Background: an optimization exercise with open tools, aiming at small area. Do not read the settings as production practice. Where RTL was checked, it was by simulation tests only, not by an equivalence proof against the original. Power is estimated from default activity; no workload was simulated.

==> inputs of juniper <==
==> flow/design.v <==
module BCM_rca #(parameter N = 8) (input [N-1:0] a, b, input ci,
                                   output [N-1:0] s, output co);
  wire [N:0] c;
  assign c[0] = ci;
  genvar i;
  generate for (i = 0; i < N; i = i + 1) begin : bit_
    assign s[i]   = a[i] ^ b[i] ^ c[i];
    assign c[i+1] = (a[i] & b[i]) | (c[i] & (a[i] ^ b[i]));
  end endgenerate
  assign co = c[N];
endmodule
module BCM(input clk, rst, input pre, post,
           output signed [17:0] w, r1, r2, o1);
reg  [6:0]  l1;            
reg  [16:7] h1;            
reg         b1;            
reg         sp1;           
reg  [7:0]  l2;            
reg  [16:8] h2;            
reg         b2;
reg         sp2;
reg  [9:0]  wl;
reg  [17:10] wh;
reg         wc;
reg  [7:0]  q;             
reg  [7:0]  d1;            
reg  [12:0] m;             
reg  [12:0] dw;
reg  [2:0]  h;             
wire [15:7] r1h;
BCM_rca #(9) u_r1h (.a(h1[15:7]), .b(~{4'b0, h1[16:12]}), .ci(~b1), .s(r1h), .co());
wire [16:0] t1 = {sp1, sp1 ? 9'd0 : r1h, l1};
wire [6:0]  l1n;
wire        c1n;
BCM_rca #(7) u_r1l (.a(t1[6:0]), .b(~t1[11:5]), .ci(1'b1), .s(l1n), .co(c1n));
wire [15:8] r2h;
BCM_rca #(8) u_r2h (.a(h2[15:8]), .b(~{3'b0, h2[16:12]}), .ci(~b2), .s(r2h), .co());
wire [16:0] t2 = {sp2, sp2 ? 8'd0 : r2h, l2};
wire [7:0]  l2n;
wire        c2n;
BCM_rca #(8) u_r2l (.a(t2[7:0]), .b(~t2[11:4]), .ci(1'b1), .s(l2n), .co(c2n));
wire [3:0] fa = h1[15:12];
wire [3:0] fb = h2[15:12];
wire [3:0] p1, p2, p3;
wire       pc1, pc2, pc3;
BCM_rca #(4) u_m1 (.a({1'b0, fa[3:1] & {3{fb[0]}}}), .b(fa & {4{fb[1]}}),
                   .ci(1'b0), .s(p1), .co(pc1));
BCM_rca #(4) u_m2 (.a({pc1, p1[3:1]}), .b(fa & {4{fb[2]}}),
                   .ci(1'b0), .s(p2), .co(pc2));
BCM_rca #(4) u_m3 (.a({pc2, p2[3:1]}), .b(fa & {4{fb[3]}}),
                   .ci(1'b0), .s(p3), .co(pc3));
wire [7:0] prod = {pc3, p3, p2[0], p1[0], fa[0] & fb[0]};
wire post_ok = ~(h[0] | h[1] | h[2]);
wire pre_ok  = ~h[0];
wire [7:0]  ga = (post & post_ok) ? d1 : 8'd0;
wire [9:0]  gb = (pre & pre_ok) ? h1[16:7] : 10'd0;    
wire [12:0] mdiff;
assign mdiff[0] = gb[0];
assign mdiff[1] = gb[1] ^ gb[0];
assign mdiff[2] = gb[2] ^ (gb[1] | gb[0]);
assign mdiff[3] = gb[3] ^ (gb[2] | gb[1] | gb[0]);
wire        mbor = |gb[3:0];
wire [12:4] nmh;
BCM_rca #(9) u_ms (.a(~{1'b0, ga}), .b({3'b0, gb[9:4]}), .ci(mbor),
                   .s(nmh), .co());
assign mdiff[12:4] = ~nmh;
wire [9:0]  wln;
wire        wcn;
wire [17:10] whn, wout;
BCM_rca #(10) u_wl (.a(wl), .b(dw[9:0]), .ci(1'b0), .s(wln), .co(wcn));
BCM_rca #(8)  u_wh (.a(wh), .b({{5{dw[12]}}, dw[12:10]}), .ci(wc), .s(whn), .co());
BCM_rca #(8)  u_wo (.a(wh), .b(8'd0), .ci(wc), .s(wout), .co());
wire wclr = rst | h[0] | h[1];
always @(posedge clk) begin
  h   <= {h[1:0], rst};
  sp1 <= rst | post;
  sp2 <= rst | pre;
  l1  <= (rst | post) ? 7'd0 : l1n;
  l2  <= (rst | pre)  ? 8'd0 : l2n;
  h1  <= t1[16:7];
  h2  <= t2[16:8];
  b1  <= ~c1n;
  b2  <= ~c2n;
  q   <= prod;
  d1  <= q;
  m   <= mdiff;
  dw  <= m;
  if (wclr) begin
    wl <= 10'd0;
    wh <= 8'd0;
    wc <= 1'b0;
  end else begin
    wl <= wln;
    wh <= whn;
    wc <= wcn;
  end
end
assign w  = {wout, wl};
assign r1 = {1'b0, t1};
assign o1 = {1'b0, t1};
assign r2 = {1'b0, t2};
endmodule
==> flow/flow/run.sh <==
#!/bin/bash
# Standard layout with three changes:
#  - the port buffers use the smallest buffer (sky130_fd_sc_hd__buf_1)
#    instead of the one buffer_ports picks by default;
#  - clock tree synthesis does not add dummy loads;
#  - Yosys's synth runs without its generic abc pass (-noabc), so the
#    full-adder extraction sees the adders as the RTL writes them.
# Each tool's output goes to the ORFS logs under orfs/logs, and the whole
# make output to standard.log.
set -euo pipefail
export BUFFER_PORTS_ARGS="-buffer_cell sky130_fd_sc_hd__buf_1"
export CTS_ARGS="-sink_clustering_enable -repair_clock_nets -dont_use_dummy_load -buf_list sky130_fd_sc_hd__clkbuf_8 -sink_clustering_size 60 -sink_clustering_max_diameter 200"
export SYNTH_ARGS="-noabc"
bash standard.sh > standard.log 2>&1
==> flow/standard.sh <==
#!/bin/bash
# synth_recipe.tcl (not shown) runs the flow's synth.tcl, then flattens the netlist and writes it again
# the make line also repeats each setting of config.mk as NAME=value (left out here)
make -C /OpenROAD-flow-scripts/flow DESIGN_CONFIG=/design/flow/config.mk WORK_HOME=/design/flow/orfs CLKGATE_MAP_FILE= SYNTH_SCRIPT=/design/flow/synth_recipe.tcl "${@:-finish}"
==> flow/config.mk <==
export PLATFORM = sky130hd
export DESIGN_NAME = BCM
export DESIGN_NICKNAME = BCM
export VERILOG_FILES = /design/flow/design.v
export SDC_FILE = /design/flow/constraint.sdc
export NUM_CORES = 4
export LEC_CHECK = 0
export CAP_MARGIN = 20
export CORE_MARGIN = 2
export CORE_UTILIZATION = 40
export CTS_BUF_LIST = sky130_fd_sc_hd__clkbuf_8
export SLEW_MARGIN = 20
==> flow/constraint.sdc <==
create_clock -name core_clock -period 5.0 [get_ports {clk}]
set_input_delay 1.0000 -clock core_clock [delete_from_list [all_inputs] [get_ports {clk}]]
set_output_delay 1.0000 -clock core_clock [all_outputs]
set_load 0.01 [all_outputs]
==> willow: changes against juniper <==
==> flow/design.v, changed modules only <==
module BCM(input clk, rst, input pre, post,
           output signed [17:0] w, r1, r2, o1);
reg  [6:0]  l1;            
reg  [16:7] h1;            
reg         c1;            
reg         sp1;           
reg  [7:0]  l2;            
reg  [16:8] h2;            
reg         c2;
reg         sp2;
reg  [9:0]  wl;
reg  [17:10] wh;
reg         wc;
reg  [7:0]  q;             
reg  [7:0]  d1;            
reg  [12:0] m;             
reg  [12:0] dw;
reg  [2:0]  h;             
wire [15:7] r1h;
BCM_rca #(9) u_r1h (.a(h1[15:7]), .b(~{4'b0, h1[16:12]}), .ci(c1), .s(r1h), .co());
wire [16:0] t1 = {sp1, sp1 ? 9'd0 : r1h, l1};
wire [6:0]  l1n;
wire        c1n;
BCM_rca #(7) u_r1l (.a(t1[6:0]), .b(~t1[11:5]), .ci(1'b1), .s(l1n), .co(c1n));
wire [15:8] r2h;
BCM_rca #(8) u_r2h (.a(h2[15:8]), .b(~{3'b0, h2[16:12]}), .ci(c2), .s(r2h), .co());
wire [16:0] t2 = {sp2, sp2 ? 8'd0 : r2h, l2};
wire [7:0]  l2n;
wire        c2n;
BCM_rca #(8) u_r2l (.a(t2[7:0]), .b(~t2[11:4]), .ci(1'b1), .s(l2n), .co(c2n));
wire [3:0] fa = h1[15:12];
wire [3:0] fb = h2[15:12];
wire [3:0] p1, p2, p3;
wire       pc1, pc2, pc3;
BCM_rca #(4) u_m1 (.a({1'b0, fa[3:1] & {3{fb[0]}}}), .b(fa & {4{fb[1]}}),
                   .ci(1'b0), .s(p1), .co(pc1));
BCM_rca #(4) u_m2 (.a({pc1, p1[3:1]}), .b(fa & {4{fb[2]}}),
                   .ci(1'b0), .s(p2), .co(pc2));
BCM_rca #(4) u_m3 (.a({pc2, p2[3:1]}), .b(fa & {4{fb[3]}}),
                   .ci(1'b0), .s(p3), .co(pc3));
wire [7:0] prod = {pc3, p3, p2[0], p1[0], fa[0] & fb[0]};
wire post_ok = ~(h[0] | h[1] | h[2]);
wire pre_ok  = ~h[0];
wire [7:0]  ga = (post & post_ok) ? d1 : 8'd0;
wire [9:0]  gb = (pre & pre_ok) ? h1[16:7] : 10'd0;    
wire [12:0] mdiff;
BCM_rca #(13) u_ms (.a({1'b0, ga, 4'b0}), .b(~{3'b0, gb}), .ci(1'b1),
                    .s(mdiff), .co());
wire [9:0]  wln;
wire        wcn;
wire [17:10] whn, wout;
BCM_rca #(10) u_wl (.a(wl), .b(dw[9:0]), .ci(1'b0), .s(wln), .co(wcn));
BCM_rca #(8)  u_wh (.a(wh), .b({{5{dw[12]}}, dw[12:10]}), .ci(wc), .s(whn), .co());
BCM_rca #(8)  u_wo (.a(wh), .b(8'd0), .ci(wc), .s(wout), .co());
wire wclr = rst | h[0] | h[1];
always @(posedge clk) begin
  h   <= {h[1:0], rst};
  sp1 <= rst | post;
  sp2 <= rst | pre;
  l1  <= (rst | post) ? 7'd0 : l1n;
  l2  <= (rst | pre)  ? 8'd0 : l2n;
  h1  <= t1[16:7];
  h2  <= t2[16:8];
  c1  <= c1n;
  c2  <= c2n;
  q   <= prod;
  d1  <= q;
  m   <= mdiff;
  dw  <= m;
  if (wclr) begin
    wl <= 10'd0;
    wh <= 8'd0;
    wc <= 1'b0;
  end else begin
    wl <= wln;
    wh <= whn;
    wc <= wcn;
  end
end
assign w  = {wout, wl};
assign r1 = {1'b0, t1};
assign o1 = {1'b0, t1};
assign r2 = {1'b0, t2};
endmodule
==> flow/flow/run.sh (replaced) <==
#!/bin/bash
# Standard layout, except that the port buffers use the smallest buffer
# (sky130_fd_sc_hd__buf_1) instead of the one buffer_ports picks by default.
set -euo pipefail
export BUFFER_PORTS_ARGS="-buffer_cell sky130_fd_sc_hd__buf_1"
bash standard.sh > standard.log 2>&1
==> zinc: changes against juniper <==
==> flow/design.v, changed modules only <==
module BCM(input clk, rst, input pre, post,
           output signed [17:0] w, r1, r2, o1);
reg  [16:0] pr1;           
reg  [16:0] pr2;           
reg         sp1, sp2;      
reg  [17:0] wq;
reg  [7:0]  q;             
reg  [7:0]  d1;            
reg  [12:0] m;             
reg  [12:0] dw;
reg  [2:0]  h;             
wire [16:0] dec1, dec2;
BCM_rca #(17) u_dec1 (.a(pr1), .b(~{5'b0, pr1[16:5]}), .ci(1'b1), .s(dec1), .co());
BCM_rca #(17) u_dec2 (.a(pr2), .b(~{4'b0, pr2[16:4]}), .ci(1'b1), .s(dec2), .co());
wire [16:0] tr1 = sp1 ? 17'h10000 : dec1;
wire [16:0] tr2 = sp2 ? 17'h10000 : dec2;
wire [3:0] fa = pr1[15:12];
wire [3:0] fb = pr2[15:12];
wire [3:0] t1, t2, t3;
wire       c1, c2, c3;
BCM_rca #(4) u_m1 (.a({1'b0, fa[3:1] & {3{fb[0]}}}), .b(fa & {4{fb[1]}}),
                   .ci(1'b0), .s(t1), .co(c1));
BCM_rca #(4) u_m2 (.a({c1, t1[3:1]}), .b(fa & {4{fb[2]}}),
                   .ci(1'b0), .s(t2), .co(c2));
BCM_rca #(4) u_m3 (.a({c2, t2[3:1]}), .b(fa & {4{fb[3]}}),
                   .ci(1'b0), .s(t3), .co(c3));
wire [7:0] prod = {c3, t3, t2[0], t1[0], fa[0] & fb[0]};
wire post_ok = ~(h[0] | h[1] | h[2]);
wire pre_ok  = ~h[0];
wire [7:0]  ga = (post & post_ok) ? d1 : 8'd0;
wire [9:0]  gb = (pre & pre_ok) ? pr1[16:7] : 10'd0;
wire [12:0] mdiff;
BCM_rca #(13) u_ms (.a({1'b0, ga, 4'b0}), .b(~{3'b0, gb}), .ci(1'b1),
                    .s(mdiff), .co());
wire [17:0] wsum;
BCM_rca #(18) u_wa (.a(wq), .b({{5{dw[12]}}, dw}), .ci(1'b0), .s(wsum), .co());
always @(posedge clk) begin
  h   <= {h[1:0], rst};
  sp1 <= rst | post;
  sp2 <= rst | pre;
  pr1 <= tr1;
  pr2 <= tr2;
  q   <= prod;
  d1  <= q;
  m   <= mdiff;
  dw  <= m;
  if (rst | h[0] | h[1])
    wq <= 18'd0;
  else
    wq <= wsum;
end
assign w  = wq;
assign r1 = {1'b0, tr1};
assign o1 = {1'b0, tr1};
assign r2 = {1'b0, tr2};
endmodule
==> flow/run.sh (new file) <==
#!/bin/bash
# synth_recipe.tcl (not shown) runs the flow's synth.tcl, then flattens the netlist and writes it again
# the make line also repeats each setting of config.mk as NAME=value (left out here)
make -C /OpenROAD-flow-scripts/flow DESIGN_CONFIG=/design/flow/config.mk WORK_HOME=/design/flow/orfs CLKGATE_MAP_FILE= SYNTH_SCRIPT=/design/flow/synth_recipe.tcl finish
removed: flow/flow/run.sh
removed: flow/standard.sh
==> implementation parameters <==
Parameter                              Value

Critical path
  Max Fanout on Critical Path    2
  Cell depth of the worst flop-to-flop path    19

Run status
  Checks failing in the layout checks    negative setup slack
  Outcome    failed layout checks

Synthesis
  Proportion of netlist area held by the largest area contributor    0.4741
  Simple-gate portion of the synthesized area    0.1221

STA
  Final setup vio count    42
  Slack of the critical path    -1787 ps

Finish
  Leading cell types in the layout, fill and taps excluded    94 x dfxtp_1, 40 x inv_1, 40 x clkdlybuf4s50_1

Global route
  GR met2 Demand/Resource    0.2038
  Number of global-route vias before repair    between 2,000 and 2,500

Pwr
  Clock Power    0.491 mW
  Heaviest power group    combinational logic
(the above is from zinc)
==> implementation parameters <==
Parameter                              Value

Critical path
  Cell depth of the worst flop-to-flop path    14
  Max Fanout on Critical Path    11

Finish
  Clock Buffer Count    10
  Sequential fraction of total cell area    0.4263
  Leading cell types in the layout, fill and taps excluded    102 x dfxtp_1, 72 x buf_1, 62 x inv_1

Pwr
  Heaviest power group    registers

Synthesis
  Yosys top cell by area    dfxtp_1
  Primary FF master, synth    dfxtp_1
  Simple-gate portion of the synthesized area    0.1063
  Top cells by instance count after synthesis    102 x dfxtp_1, 62 x inv_1, 53 x fa_1
  Proportion of netlist area held by the largest area contributor    0.4703

Run status
  Outcome    complete, no violations

Route
  Routed met3 length    around 250 µm

Placed design
  DP Area    4603 µm²

STA
  Slack of the critical path    547.3 ps
  Final setup vio count    0
  Clock period minus worst slack    roughly 4500 ps
(the above is from willow)
==> implementation parameters <==
Parameter                              Value

Synthesis
  Simple-gate portion of the synthesized area    0.1150
  Proportion of netlist area held by the largest area contributor    0.4787

STA
  Slack of the critical path    about 260 ps
  Setup TNS    0 ps
  Final setup vio count    0

Pwr
  Heaviest power group    registers
  Clock Power    roughly 0.39 mW
  Power in sequential cells    1.17 mW
  Leak Pwr    roughly 2.0 nW

Global route
  Number of global-route vias before repair    2,283
  GR met2 Demand/Resource    0.1930

Critical path
  Cell depth of the worst flop-to-flop path    11
  Max Fanout on Critical Path    5

Run status
  Outcome    complete, no violations

Finish
  Leading cell types in the layout, fill and taps excluded    101 x dfxtp_1, 70 x buf_1, 52 x fa_1
  Multi-input gate count    between 150 and 200
  Antenna cell count    0

Min path
  Worst-case hold path end point    dw[3]
  Worst min-delay path startpoint    m[3]

Floorplan
  Die X-Extent    107.3 µm
(the above is from juniper)
Function not checked in zinc: the RTL went through the layout flow alone.

==> run B <==
Starts from the design.v that is shown in full above.
export LEC_CHECK = 0
export CAP_MARGIN = 20
export CORE_MARGIN = 2
export CORE_UTILIZATION = 75
export CTS_BUF_LIST = sky130_fd_sc_hd__clkbuf_8
export SLEW_MARGIN = 20
create_clock -name core_clock -period 5.0 [get_ports {clk}]
standard.sh (not shown) runs the stock make flow with config.mk's settings and CLKGATE_MAP_FILE= SYNTH_SCRIPT=/design/flow/synth_recipe.tcl, a recipe that flattens the netlist after the stock synthesis.
==> flow/flow/run.sh <==
#!/bin/bash
# Standard layout with three changes:
#  - the port buffers use the smallest buffer (sky130_fd_sc_hd__buf_1)
#    instead of the one buffer_ports picks by default;
#  - clock tree synthesis does not add dummy loads;
#  - Yosys's synth runs without its generic abc pass (-noabc), so the
#    full-adder extraction sees the adders as the RTL writes them.
# Each tool's output goes to the ORFS logs under orfs/logs, and the whole
# make output to standard.log.
set -euo pipefail
export BUFFER_PORTS_ARGS="-buffer_cell sky130_fd_sc_hd__buf_1"
export CTS_ARGS="-sink_clustering_enable -repair_clock_nets -dont_use_dummy_load -buf_list sky130_fd_sc_hd__clkbuf_8 -sink_clustering_size 30"
export SYNTH_ARGS="-noabc"
bash standard.sh > standard.log 2>&1
==> inputs of run A, as changes to run B <==
==> flow/design.v, changed modules only <==
module BCM(input clk, rst, input pre, post,
           output signed [17:0] w, r1, r2, o1);
reg  [6:0]  l1;            
reg  [16:7] h1;            
reg         c1;            
reg         sp1;           
reg  [7:0]  l2;            
reg  [16:8] h2;            
reg         c2;
reg         sp2;
reg  [9:0]  wl;
reg  [17:10] wh;
reg         wc;
reg  [7:0]  q;             
reg  [7:0]  d1;            
reg  [12:0] m;             
reg  [12:0] dw;
reg  [2:0]  h;             
wire [15:7] r1h;
BCM_rca #(9) u_r1h (.a(h1[15:7]), .b(~{4'b0, h1[16:12]}), .ci(c1), .s(r1h), .co());
wire [16:0] t1 = {sp1, sp1 ? 9'd0 : r1h, l1};
wire [6:0]  l1n;
wire        c1n;
BCM_rca #(7) u_r1l (.a(t1[6:0]), .b(~t1[11:5]), .ci(1'b1), .s(l1n), .co(c1n));
wire [15:8] r2h;
BCM_rca #(8) u_r2h (.a(h2[15:8]), .b(~{3'b0, h2[16:12]}), .ci(c2), .s(r2h), .co());
wire [16:0] t2 = {sp2, sp2 ? 8'd0 : r2h, l2};
wire [7:0]  l2n;
wire        c2n;
BCM_rca #(8) u_r2l (.a(t2[7:0]), .b(~t2[11:4]), .ci(1'b1), .s(l2n), .co(c2n));
wire [3:0] fa = h1[15:12];
wire [3:0] fb = h2[15:12];
wire [3:0] p1, p2, p3;
wire       pc1, pc2, pc3;
BCM_rca #(4) u_m1 (.a({1'b0, fa[3:1] & {3{fb[0]}}}), .b(fa & {4{fb[1]}}),
                   .ci(1'b0), .s(p1), .co(pc1));
BCM_rca #(4) u_m2 (.a({pc1, p1[3:1]}), .b(fa & {4{fb[2]}}),
                   .ci(1'b0), .s(p2), .co(pc2));
BCM_rca #(4) u_m3 (.a({pc2, p2[3:1]}), .b(fa & {4{fb[3]}}),
                   .ci(1'b0), .s(p3), .co(pc3));
wire [7:0] prod = {pc3, p3, p2[0], p1[0], fa[0] & fb[0]};
wire post_ok = ~(h[0] | h[1] | h[2]);
wire pre_ok  = ~h[0];
wire [7:0]  ga = (post & post_ok) ? d1 : 8'd0;
wire [9:0]  gb = (pre & pre_ok) ? h1[16:7] : 10'd0;    
wire [12:0] mdiff;
BCM_rca #(13) u_ms (.a({1'b0, ga, 4'b0}), .b(~{3'b0, gb}), .ci(1'b1),
                    .s(mdiff), .co());
wire [9:0]  wln;
wire        wcn;
wire [17:10] whn, wout;
BCM_rca #(10) u_wl (.a(wl), .b(dw[9:0]), .ci(1'b0), .s(wln), .co(wcn));
BCM_rca #(8)  u_wh (.a(wh), .b({{5{dw[12]}}, dw[12:10]}), .ci(wc), .s(whn), .co());
BCM_rca #(8)  u_wo (.a(wh), .b(8'd0), .ci(wc), .s(wout), .co());
wire wclr = rst | h[0] | h[1];
always @(posedge clk) begin
  h   <= {h[1:0], rst};
  sp1 <= rst | post;
  sp2 <= rst | pre;
  l1  <= (rst | post) ? 7'd0 : l1n;
  l2  <= (rst | pre)  ? 8'd0 : l2n;
  h1  <= t1[16:7];
  h2  <= t2[16:8];
  c1  <= c1n;
  c2  <= c2n;
  q   <= prod;
  d1  <= q;
  m   <= mdiff;
  dw  <= m;
  if (wclr) begin
    wl <= 10'd0;
    wh <= 8'd0;
    wc <= 1'b0;
  end else begin
    wl <= wln;
    wh <= whn;
    wc <= wcn;
  end
end
assign w  = {wout, wl};
assign r1 = {1'b0, t1};
assign o1 = {1'b0, t1};
assign r2 = {1'b0, t2};
endmodule
==> flow/run.sh (new file) <==
#!/bin/bash
# synth_recipe.tcl (not shown) runs the flow's synth.tcl, then flattens the netlist and writes it again
# the make line also repeats each setting of config.mk as NAME=value (left out here)
make -C /OpenROAD-flow-scripts/flow DESIGN_CONFIG=/design/flow/config.mk WORK_HOME=/design/flow/orfs CLKGATE_MAP_FILE= SYNTH_SCRIPT=/design/flow/synth_recipe.tcl finish
Settings changed: CORE_UTILIZATION 75 to 40.
removed: flow/flow/run.sh
removed: flow/standard.sh
==> inputs of run F, as changes to run B <==
==> flow/design.v, changed modules only <==
module BCM(input clk, rst, input pre, post,
           output signed [17:0] w, r1, r2, o1);
reg  [16:0] pr1;           
reg  [16:0] pr2;           
reg         sp1, sp2;      
reg  signed [17:0] wq;
reg  [7:0]  q;             
reg  [7:0]  d1;            
reg  [12:0] m;             
reg  [12:0] dw;
reg  [2:0]  h;             
wire [16:0] tr1 = sp1 ? 17'h10000 : pr1 - {5'b0, pr1[16:5]};
wire [16:0] tr2 = sp2 ? 17'h10000 : pr2 - {4'b0, pr2[16:4]};
wire post_ok = ~(h[0] | h[1] | h[2]);
wire pre_ok  = ~h[0];
always @(posedge clk) begin
  h   <= {h[1:0], rst};
  sp1 <= rst | post;
  sp2 <= rst | pre;
  pr1 <= tr1;
  pr2 <= tr2;
  q   <= pr1[15:12] * pr2[15:12];
  d1  <= q;
  m   <= {1'b0, (post & post_ok) ? d1 : 8'd0, 4'b0}
       - {3'b0, (pre & pre_ok) ? pr1[16:7] : 10'd0};
  dw  <= m;
  if (rst | h[0] | h[1])
    wq <= 18'sd0;
  else
    wq <= wq + {{5{dw[12]}}, dw};
end
assign w  = wq;
assign r1 = {1'b0, tr1};
assign o1 = {1'b0, tr1};
assign r2 = {1'b0, tr2};
endmodule
// module BCM_rca removed
==> flow/run.sh (new file) <==
#!/bin/bash
# synth_recipe.tcl (not shown) runs the flow's synth.tcl, then flattens the netlist and writes it again
# the make line also repeats each setting of config.mk as NAME=value (left out here)
make -C /OpenROAD-flow-scripts/flow DESIGN_CONFIG=/design/flow/config.mk WORK_HOME=/design/flow/orfs CLKGATE_MAP_FILE= SYNTH_SCRIPT=/design/flow/synth_recipe.tcl finish
Settings changed: CORE_UTILIZATION 75 to 40, CTS_BUF_LIST sky130_fd_sc_hd__clkbuf_8 to not set.
removed: flow/flow/run.sh
removed: flow/standard.sh
==> comparison <==
Run A produced a clean layout. Run F passed the timing, DRC and antenna checks. Run B finished clean.
Critical path depth, lowest first: run F, run B, run A.
The highest power belongs to run F, the lowest to run B.
In run F the sequential power is smaller than in run B, by about 4%.
Synthesized cell count, highest first: run F, run A, run B.
Of run A and run F, run F has the higher wire length (gap about 50%, measured against run F).
The lowest maximum frequency belongs to run B, the highest to run F.
The highest global-route usage belongs to run B, the lowest to run A.
Only the layout flow was run in run F; the RTL was not checked for function there.

## static timing again, ports no longer ideal
How much do the figures lean on ideal ports? The routed layouts below were timed once more, with nothing changed but the port constraints.
Step 1 (the two cells are an assumption about what drives the block):
set clk [get_ports {clk}]
set_driving_cell -lib_cell sky130_fd_sc_hd__clkbuf_16 $clk
set_driving_cell -lib_cell sky130_fd_sc_hd__buf_2 [delete_from_list [all_inputs] $clk]
Step 2, shift: input delay + t, output delay - t, t = (earliest + latest rising clock arrival at the registers) / 2. This alone moves slack from input paths to output paths.
a / b / c = no drivers / after step 1 / after step 2; a / b = the first two.
| run | shift t [ns] | setup WS [ns] | hold slack, ns | worst setup path at the end |
|---|---|---|---|---|
| juniper | 0.366 | 0.262 / 0.231 / 0.343 | 0.315 / 0.315 / 0.315 | input to register |
| willow | 0.369 | 0.547 / 0.556 / 0.186 | 0.320 / 0.320 / 0.320 | input to register |
| zinc | 0.387 | -1.787 / -1.819 / -1.584 | 0.327 / 0.327 / 0.327 | register to register |
| run B | 0.370 | 0.152 / 0.124 / 0.286 | 0.321 / 0.321 / 0.321 | input to register |
| run A | 0.382 | 0.307 / 0.274 / 0.084 | 0.319 / 0.319 / 0.319 | input to register |
| run F | 0.383 | 0.628 / 0.589 / 0.972 | 0.321 / 0.321 / 0.321 | register to output |
For willow, which loses most, drivers alone change the setup slack by +0.009 ns; drivers and shift together by -0.361 ns.
